This is an optimization exercise on Yosys and OpenROAD, whose aim is small area, a short achievable clock period and few clock cycles per item, not a production implementation. Only simulation tests tie the RTL to the original design; equivalence was not proved. Power and IR drop assume default switching activity.

== try-quartz ==
==> flow/design.v <==
module fpadd (
    clk, reset, start,
    a, b,
    sum,
    done,
    nan
);
    input clk, reset, start;
    input [31:0] a, b;
    output [31:0] sum;
    output done;
    output nan;
    wire        sa = a[31], sb = b[31];
    wire [7:0]  ea = a[30:23], eb = b[30:23];
    wire [22:0] fa = a[22:0], fb = b[22:0];
    wire fa_z = (fa == 23'd0);
    wire fb_z = (fb == 23'd0);
    wire ea_0 = (ea == 8'd0), eb_0 = (eb == 8'd0);
    wire ea_1 = (ea == 8'hff), eb_1 = (eb == 8'hff);
    wire za = ea_0 & fa_z, zb = eb_0 & fb_z;    
    wire ia = ea_1 & fa_z, ib = eb_1 & fb_z;    
    wire na = ea_1 & ~fa_z, nb = eb_1 & ~fb_z;  
    wire is_nan = na | nb;
    wire special = za | zb | ia | ib;
    wire pick_b = za | (~zb & ~ia);
    wire [7:0] ep = ea ^ ~eb;
    wire [7:0] eg = ea & ~eb;
    wire e1_g = eg[1] | (ep[1] & eg[0]);
    wire e1_p = ep[1] & ep[0];
    wire e2_g = eg[3] | (ep[3] & eg[2]);
    wire e2_p = ep[3] & ep[2];
    wire e3_g = eg[5] | (ep[5] & eg[4]);
    wire e3_p = ep[5] & ep[4];
    wire e4_g = eg[7] | (ep[7] & eg[6]);
    wire e4_p = ep[7] & ep[6];
    wire e5_g = eg[2] | (ep[2] & e1_g);
    wire e5_p = ep[2] & e1_p;
    wire e6_g = e2_g | (e2_p & e1_g);
    wire e6_p = e2_p & e1_p;
    wire e7_g = eg[6] | (ep[6] & e3_g);
    wire e7_p = ep[6] & e3_p;
    wire e8_g = e4_g | (e4_p & e3_g);
    wire e8_p = e4_p & e3_p;
    wire e9_g = eg[4] | (ep[4] & e6_g);
    wire e9_p = ep[4] & e6_p;
    wire e10_g = e3_g | (e3_p & e6_g);
    wire e10_p = e3_p & e6_p;
    wire e11_g = e7_g | (e7_p & e6_g);
    wire e11_p = e7_p & e6_p;
    wire e12_g = e8_g | (e8_p & e6_g);
    wire e12_p = e8_p & e6_p;
    wire       ec = e12_g;
    wire       e_lt = ~ec;
    wire       e_eq = e12_p;
    wire [7:0] ecc = {e11_g | (e11_p & ec), e10_g | (e10_p & ec), e9_g | (e9_p & ec), e6_g | (e6_p & ec), e5_g | (e5_p & ec), e1_g | (e1_p & ec), eg[0] | (ep[0] & ec), ec};
    wire [7:0] d = ep ^ ecc ^ {8{e_lt}};
    wire        swap = special ? pick_b : e_lt;
    wire [23:0] mx = swap ? {1'b1, fb} : {1'b1, fa};
    wire [23:0] my = swap ? {1'b1, fa} : {1'b1, fb};
    wire [7:0]  ex = swap ? eb : ea;
    wire        sub = (sa ^ sb) & ~special;
    wire        sx0 = swap ? sb : sa;
    wire kill = special | (d[7:5] != 3'd0);
    wire [23:0] ys = kill ? 24'd0 : (my >> d[4:0]);
    wire        neg = sub & e_eq & (fb < fa);
    wire        sx = sx0 ^ neg;
    wire        cpl = sub & ~neg;
    wire [23:0] xi = mx ^ {24{sub}};
    wire [23:0] p = xi ^ ys;
    wire [23:0] g = xi & ys;
    wire [23:0] pn = p ^ {24{cpl}};
    wire pg13_g = g[0] | (p[0] & neg);
    wire pg14_g = g[2] | (p[2] & g[1]);
    wire pg14_p = p[2] & p[1];
    wire pg15_g = g[4] | (p[4] & g[3]);
    wire pg15_p = p[4] & p[3];
    wire pg16_g = g[6] | (p[6] & g[5]);
    wire pg16_p = p[6] & p[5];
    wire pg17_g = g[8] | (p[8] & g[7]);
    wire pg17_p = p[8] & p[7];
    wire pg18_g = g[10] | (p[10] & g[9]);
    wire pg18_p = p[10] & p[9];
    wire pg19_g = g[12] | (p[12] & g[11]);
    wire pg19_p = p[12] & p[11];
    wire pg20_g = g[14] | (p[14] & g[13]);
    wire pg20_p = p[14] & p[13];
    wire pg21_g = g[16] | (p[16] & g[15]);
    wire pg21_p = p[16] & p[15];
    wire pg22_g = g[18] | (p[18] & g[17]);
    wire pg22_p = p[18] & p[17];
    wire pg23_g = g[20] | (p[20] & g[19]);
    wire pg23_p = p[20] & p[19];
    wire pg24_g = g[22] | (p[22] & g[21]);
    wire pg24_p = p[22] & p[21];
    wire pg25_g = g[1] | (p[1] & pg13_g);
    wire pg26_g = pg14_g | (pg14_p & pg13_g);
    wire pg27_g = g[5] | (p[5] & pg15_g);
    wire pg27_p = p[5] & pg15_p;
    wire pg28_g = pg16_g | (pg16_p & pg15_g);
    wire pg28_p = pg16_p & pg15_p;
    wire pg29_g = g[9] | (p[9] & pg17_g);
    wire pg29_p = p[9] & pg17_p;
    wire pg30_g = pg18_g | (pg18_p & pg17_g);
    wire pg30_p = pg18_p & pg17_p;
    wire pg31_g = g[13] | (p[13] & pg19_g);
    wire pg31_p = p[13] & pg19_p;
    wire pg32_g = pg20_g | (pg20_p & pg19_g);
    wire pg32_p = pg20_p & pg19_p;
    wire pg33_g = g[17] | (p[17] & pg21_g);
    wire pg33_p = p[17] & pg21_p;
    wire pg34_g = pg22_g | (pg22_p & pg21_g);
    wire pg34_p = pg22_p & pg21_p;
    wire pg35_g = g[21] | (p[21] & pg23_g);
    wire pg35_p = p[21] & pg23_p;
    wire pg36_g = pg24_g | (pg24_p & pg23_g);
    wire pg36_p = pg24_p & pg23_p;
    wire pg37_g = g[3] | (p[3] & pg26_g);
    wire pg38_g = pg15_g | (pg15_p & pg26_g);
    wire pg39_g = pg27_g | (pg27_p & pg26_g);
    wire pg40_g = pg28_g | (pg28_p & pg26_g);
    wire pg41_g = g[11] | (p[11] & pg30_g);
    wire pg41_p = p[11] & pg30_p;
    wire pg42_g = pg19_g | (pg19_p & pg30_g);
    wire pg42_p = pg19_p & pg30_p;
    wire pg43_g = pg31_g | (pg31_p & pg30_g);
    wire pg43_p = pg31_p & pg30_p;
    wire pg44_g = pg32_g | (pg32_p & pg30_g);
    wire pg44_p = pg32_p & pg30_p;
    wire pg45_g = g[19] | (p[19] & pg34_g);
    wire pg45_p = p[19] & pg34_p;
    wire pg46_g = pg23_g | (pg23_p & pg34_g);
    wire pg46_p = pg23_p & pg34_p;
    wire pg47_g = pg35_g | (pg35_p & pg34_g);
    wire pg47_p = pg35_p & pg34_p;
    wire pg48_g = pg36_g | (pg36_p & pg34_g);
    wire pg48_p = pg36_p & pg34_p;
    wire pg49_g = g[7] | (p[7] & pg40_g);
    wire pg50_g = pg17_g | (pg17_p & pg40_g);
    wire pg51_g = pg29_g | (pg29_p & pg40_g);
    wire pg52_g = pg30_g | (pg30_p & pg40_g);
    wire pg53_g = pg41_g | (pg41_p & pg40_g);
    wire pg54_g = pg42_g | (pg42_p & pg40_g);
    wire pg55_g = pg43_g | (pg43_p & pg40_g);
    wire pg56_g = pg44_g | (pg44_p & pg40_g);
    wire pg57_g = g[23] | (p[23] & pg48_g);
    wire pg57_p = p[23] & pg48_p;
    wire pg58_g = g[15] | (p[15] & pg56_g);
    wire pg59_g = pg21_g | (pg21_p & pg56_g);
    wire pg60_g = pg33_g | (pg33_p & pg56_g);
    wire pg61_g = pg34_g | (pg34_p & pg56_g);
    wire pg62_g = pg45_g | (pg45_p & pg56_g);
    wire pg63_g = pg46_g | (pg46_p & pg56_g);
    wire pg64_g = pg47_g | (pg47_p & pg56_g);
    wire pg65_g = pg48_g | (pg48_p & pg56_g);
    wire pg66_g = pg57_g | (pg57_p & pg56_g);
    wire [24:0] c = {pg66_g, pg65_g, pg64_g, pg63_g, pg62_g, pg61_g, pg60_g, pg59_g, pg58_g, pg56_g, pg55_g, pg54_g, pg53_g, pg52_g, pg51_g, pg50_g, pg49_g, pg40_g, pg39_g, pg38_g, pg37_g, pg26_g, pg25_g, pg13_g, neg};
    wire [24:0] r = {c[24] & ~sub, pn ^ c[23:0]};
    reg [24:0] r_q;
    reg [7:0]  e_q;      
    reg        s_q;
    reg        nan_q;
    reg        done_q;
    always @(posedge clk) begin
        if (start) begin
            r_q   <= r;
            e_q   <= ex + 8'd1;
            s_q   <= sx;
            nan_q <= is_nan;
        end
        if (reset)
            done_q <= 1'b0;
        else if (start)
            done_q <= 1'b1;
    end
    wire [24:0] m = r_q;
    wire        s_o = s_q;
    reg [4:0] lz;
    integer i;
    always @(*) begin
        lz = 5'd25;
        for (i = 0; i < 25; i = i + 1)
            if (m[i]) lz = 5'd24 - i;
    end
    wire [4:0]  k = nan_q ? 5'd24 : lz;
    wire [24:0] rn = m << k;
    wire        zero = ~rn[24] | nan_q;
    wire [7:0]  en = e_q - {3'd0, k};
    assign sum  = {{9{~zero}} & {s_o, en}, rn[23:1]};
    assign nan  = nan_q;
    assign done = done_q;
endmodule
Settings: LEC_CHECK=0, ABC_AREA=1, CAP_MARGIN=20, CORE_MARGIN=2, CORE_UTILIZATION=60, CTS_BUF_LIST=sky130_fd_sc_hd__clkbuf_8, CTS_CLUSTER_DIAMETER=500, CTS_CLUSTER_SIZE=50, SETUP_SLACK_MARGIN=5, SLEW_MARGIN=20; clock period 13.0 ns.
standard.sh (not shown) runs the stock make flow with config.mk's settings and CLKGATE_MAP_FILE= SYNTH_SCRIPT=/design/flow/synth_recipe.tcl, a recipe that flattens the netlist after the stock synthesis.
==> flow/flow/run.sh <==
#!/bin/bash
# The standard layout (the standard.sh, unchanged synthesis), with
# sky130_fd_sc_hd__buf_1 port buffers; timing repair aims at a setup margin of
# 6 ns up to clock tree synthesis and 5 ns after global routing.
# Each make run's full output goes to its own log in the work folder.
set -euo pipefail
PB='BUFFER_PORTS_ARGS=-buffer_cell sky130_fd_sc_hd__buf_1'
bash standard.sh "$PB" SETUP_SLACK_MARGIN=6  cts > flow_to_cts.log 2>&1
bash standard.sh "$PB" SETUP_SLACK_MARGIN=5  finish > flow_finish.log 2>&1
Testbench counts of try-quartz, summed over its fixed seeds: cycles 48,000, items 24,000.
#### Input delta (try-fjord over try-quartz)
Settings: CTS_CLUSTER_SIZE: 50 -> unset; CTS_CLUSTER_DIAMETER: 500 -> unset; CTS_BUF_LIST: sky130_fd_sc_hd__clkbuf_8 -> sky130_fd_sc_hd__clkbuf_4 sky130_fd_sc_hd__clkbuf_8.
==> flow/flow/run.sh <==
#!/bin/bash
# The standard layout (the standard.sh, unchanged synthesis), with
# sky130_fd_sc_hd__buf_1 port buffers; timing repair aims at a setup margin of
# 6.5 ns up to clock tree synthesis and 5 ns after global routing.
# Each make run's full output goes to its own log in the work folder.
set -euo pipefail
PB='BUFFER_PORTS_ARGS=-buffer_cell sky130_fd_sc_hd__buf_1'
bash standard.sh "$PB" SETUP_SLACK_MARGIN=6.5  cts > flow_to_cts.log 2>&1
bash standard.sh "$PB" SETUP_SLACK_MARGIN=5  finish > flow_finish.log 2>&1
--- outcome ---
Across both runs, total via count in the routed design was higher for try-fjord than for try-quartz.
The met1 capacity usage during global routing of try-fjord exceeds that of try-quartz by 2.1 points.
Cell internal power dissipation: try-fjord > try-quartz
Multi-input gate share of total cell area (higher): try-quartz
try-fjord — maximum single-stage delay on the critical path 30 ps higher, try-quartz as reference
Re wire length: try-fjord is 6.4% up on try-quartz.
Post-layout instance area ended up 420 um2 higher on try-fjord than on try-quartz.
Compared with try-quartz, try-fjord shows a higher combinational power.
The following lists how try-nickel was set up differently from try-fjord:
Settings: swapping 60 for 70 in CORE_UTILIZATION.
## What came out
Every run in the comparison, try-fjord and try-nickel, completed the flow with a clean layout. Total length of routed met2 wires was lower in try-fjord than in try-nickel. Cmp try-nickel vs try-fjord: maximum clock frequency lower in try-nickel. The run showing the smaller combinational fraction of design power is try-fjord. Going from try-fjord to try-nickel, global-route usage went up 6.8 points, met3 wire length picked up an extra 390 um, total power rose by about 1.8%.
Relative to try-nickel, the following input files were edited for try-ember:
Settings: CORE_UTILIZATION: 70 -> 60.
==> flow/flow/run.sh <==
#!/bin/bash
# The standard layout (the standard.sh, unchanged synthesis), with
# sky130_fd_sc_hd__buf_1 port buffers; timing repair aims at a setup margin of
# 7 ns up to clock tree synthesis and 5 ns after global routing.
# Each make run's full output goes to its own log in the work folder.
set -euo pipefail
PB='BUFFER_PORTS_ARGS=-buffer_cell sky130_fd_sc_hd__buf_1'
bash standard.sh "$PB" SETUP_SLACK_MARGIN=7  cts > flow_to_cts.log 2>&1
bash standard.sh "$PB" SETUP_SLACK_MARGIN=5  finish > flow_finish.log 2>&1
--- outcome ---
Note that the cell area after layout recorded for try-nickel amounts to 0.925 times the value seen in try-ember. Taking try-nickel as the reference, in try-ember minimum clock period dropped 200 ps; sum of routed wire length over all layers now sits higher; setup slack after layout went up by 200 ps. Flip-flop and latch count after synthesis: try-ember vs try-nickel identical. As far as maximum buffer depth of the clock tree goes, try-nickel and try-ember are indistinguishable; the numbers are identical. try-nickel has lower area of placed instances than try-ember. Taking try-nickel as the reference, in try-ember endpoint required time on the critical path climbed 30 ps; non-clock buffer count saw an increase; relative contribution of the clock network to total power dropped 0.3 points; buffers plus inverters on the worst setup path increased by 3 relative to the old numbers.


Starts from the design.v that is shown in full above.
clock: 13.0 ns
lec_check: 0
abc_area: 1
cap_margin: 20
core_margin: 2
core_utilization: 60
cts_buf_list: sky130_fd_sc_hd__clkbuf_4 sky130_fd_sc_hd__clkbuf_8
setup_slack_margin: 5
slew_margin: 20
==> flow/flow/run.sh <==
#!/bin/bash
# The standard layout (the standard.sh, unchanged synthesis), with
# sky130_fd_sc_hd__buf_1 port buffers; timing repair aims at a setup margin of
# 6.5 ns up to clock tree synthesis and 5.5 ns after global routing.
# Each make run's full output goes to its own log in the work folder.
set -euo pipefail
PB='BUFFER_PORTS_ARGS=-buffer_cell sky130_fd_sc_hd__buf_1'
bash standard.sh "$PB" SETUP_SLACK_MARGIN=6.5  cts > flow_to_cts.log 2>&1
bash standard.sh "$PB" SETUP_SLACK_MARGIN=5.5  finish > flow_finish.log 2>&1
The first run passed the timing, design-rule and antenna checks.
Testbench counts at the start, summed over its fixed seeds: cycles 48,000, items 24,000.
Then changed:
==> flow/flow/run.sh (replaced) <==
#!/bin/bash
# The standard layout (the standard.sh, unchanged synthesis), with
# sky130_fd_sc_hd__buf_1 port buffers; timing repair aims at a setup margin of
# 6.75 ns up to clock tree synthesis and 5 ns after global routing.
# Each make run's full output goes to its own log in the work folder.
set -euo pipefail
PB='BUFFER_PORTS_ARGS=-buffer_cell sky130_fd_sc_hd__buf_1'
bash standard.sh "$PB" SETUP_SLACK_MARGIN=6.75  cts > flow_to_cts.log 2>&1
bash standard.sh "$PB" SETUP_SLACK_MARGIN=5  finish > flow_finish.log 2>&1
Settings changed: CORE_UTILIZATION 60 to 65.
Result:
- sequential power is higher by about 2%
- worst setup slack improved by 0.053 ns
- first-iteration DRC count is higher by 24%
- cell area is higher by 6.1%
- clock-buffer cell count is unchanged
- power is higher by 7.9%
- hold slack improved by 0.0091 ns
- area after synthesis stays the same
Then changed:
==> flow/flow/run.sh (replaced) <==
#!/bin/bash
# The standard layout (the standard.sh, unchanged synthesis), with
# sky130_fd_sc_hd__buf_1 port buffers; timing repair aims at a setup margin of
# 6.5 ns up to clock tree synthesis and 5 ns after global routing.
# Each make run's full output goes to its own log in the work folder.
set -euo pipefail
PB='BUFFER_PORTS_ARGS=-buffer_cell sky130_fd_sc_hd__buf_1'
bash standard.sh "$PB" SETUP_SLACK_MARGIN=6.5  cts > flow_to_cts.log 2>&1
bash standard.sh "$PB" SETUP_SLACK_MARGIN=5  finish > flow_finish.log 2>&1
Outcome: The changed run completed with no timing, DRC or antenna violations. Synthesized area stays the same. Clock-buffer cell count stays the same. Worst hold slack degrades by 0.016 ns.
Then changed:
Settings changed: CORE_UTILIZATION 65 to 55.
After rerunning:
- The changed run passed the timing, design-rule and antenna checks
- synthesized cell count is unchanged
- power shrinks by 2.6%
- setup slack degrades by 0.054 ns


Starts from the design.v that is shown in full above.
==> flow/config.mk <==
export PLATFORM = sky130hd
export DESIGN_NAME = fpadd
export DESIGN_NICKNAME = fpadd
export VERILOG_FILES = /design/flow/design.v
export SDC_FILE = /design/flow/constraint.sdc
export NUM_CORES = 4
export LEC_CHECK = 0
export ABC_AREA = 1
export CAP_MARGIN = 20
export CORE_MARGIN = 2
export CORE_UTILIZATION = 60
export CTS_BUF_LIST = sky130_fd_sc_hd__clkbuf_4 sky130_fd_sc_hd__clkbuf_8
export PLACE_DENSITY = 0.75
export SETUP_SLACK_MARGIN = 5
export SLEW_MARGIN = 20
==> flow/constraint.sdc <==
create_clock -name core_clock -period 13.0 [get_ports {clk}]
set_input_delay 2.6000 -clock core_clock [delete_from_list [all_inputs] [get_ports {clk}]]
set_output_delay 2.6000 -clock core_clock [all_outputs]
set_load 0.01 [all_outputs]
==> flow/flow/run.sh <==
#!/bin/bash
# The standard layout (the standard.sh, unchanged synthesis), with
# sky130_fd_sc_hd__buf_1 port buffers; timing repair aims at a setup margin of
# 6.5 ns up to clock tree synthesis and 5 ns after global routing.
# Each make run's full output goes to its own log in the work folder.
set -euo pipefail
PB='BUFFER_PORTS_ARGS=-buffer_cell sky130_fd_sc_hd__buf_1'
bash standard.sh "$PB" SETUP_SLACK_MARGIN=6.5  cts > flow_to_cts.log 2>&1
bash standard.sh "$PB" SETUP_SLACK_MARGIN=5  finish > flow_finish.log 2>&1
Testbench counts at the start, summed over its fixed seeds: cycles 48,000, items 24,000.
Change:
==> flow/flow/run.sh (replaced) <==
#!/bin/bash
# The standard layout (the standard.sh, unchanged synthesis), with
# sky130_fd_sc_hd__buf_1 port buffers; timing repair aims at a setup margin of
# 6 ns up to clock tree synthesis and 5 ns after global routing.
# Each make run's full output goes to its own log in the work folder.
set -euo pipefail
PB='BUFFER_PORTS_ARGS=-buffer_cell sky130_fd_sc_hd__buf_1'
bash standard.sh "$PB" SETUP_SLACK_MARGIN=6  cts > flow_to_cts.log 2>&1
bash standard.sh "$PB" SETUP_SLACK_MARGIN=5  finish > flow_finish.log 2>&1
PLACE_DENSITY = default   (was 0.75)
Result:
- The changed run completed without violations
- worst setup slack gets worse by 0.36 ns
- wire length falls by a little under a tenth
- utilization decreases by 4.7 points
- count of clock-buffer cells in the layout does not change
- total power is lower by a few percent
- cell count shrinks by a few percent
- clock power stays flat

-- re-timing with driven ports --
Ports are ideal in the flow. The routed layouts listed here were re-timed in OpenROAD.
Step 1, drivers: a clkbuf_16 drives clk and a buf_2 each remaining input, both assumed.
Step 2 adds t to the input delays and takes it off the output delays; t is the mean of the earliest and latest rising clock arrival at the registers after step 1. Input paths then give back, and output paths get back, about the clock's delay inside the block.
Three values: ideal ports, drivers, drivers and shift; two values: the first two.
run | t, ns | slack for setup (ns) | worst hold slack (ns) | worst slew at a driven data input, ns
try-quartz | 0.327 | 5.884 / 5.896 / 5.569 | 0.484 / 0.484 / 0.484 | 0.03
try-fjord | 0.331 | 6.236 / 6.248 / 5.917 | 0.484 / 0.484 / 0.484 | 0.03
try-nickel | 0.319 | 6.157 / 6.166 / 5.847 | 0.501 / 0.501 / 0.501 | 0.04
try-ember | 0.333 | 6.358 / 6.337 / 6.004 | 0.485 / 0.485 / 0.485 | 0.06
the first run of note 2 | 0.331 | 6.236 / 6.248 / 5.917 | 0.484 / 0.484 / 0.484 | 0.03
the second run of note 2 | 0.333 | 6.289 / 6.277 / 5.945 | 0.493 / 0.493 / 0.493 | 0.05
the third run of note 2 | 0.321 | 6.319 / 6.326 / 6.005 | 0.478 / 0.478 / 0.478 | 0.04
the fourth run of note 2 | 0.327 | 6.265 / 6.270 / 5.944 | 0.479 / 0.479 / 0.479 | 0.04
the first run of note 3 | 0.349 | 6.244 / 6.264 / 5.915 | 0.477 / 0.477 / 0.477 | 0.04
the second run of note 3 | 0.327 | 5.884 / 5.896 / 5.569 | 0.484 / 0.484 / 0.484 | 0.03
After both steps every run listed still meets setup and hold. For try-ember, which loses most, drivers alone change the setup slack by -0.021 ns; drivers and shift together by -0.354 ns.
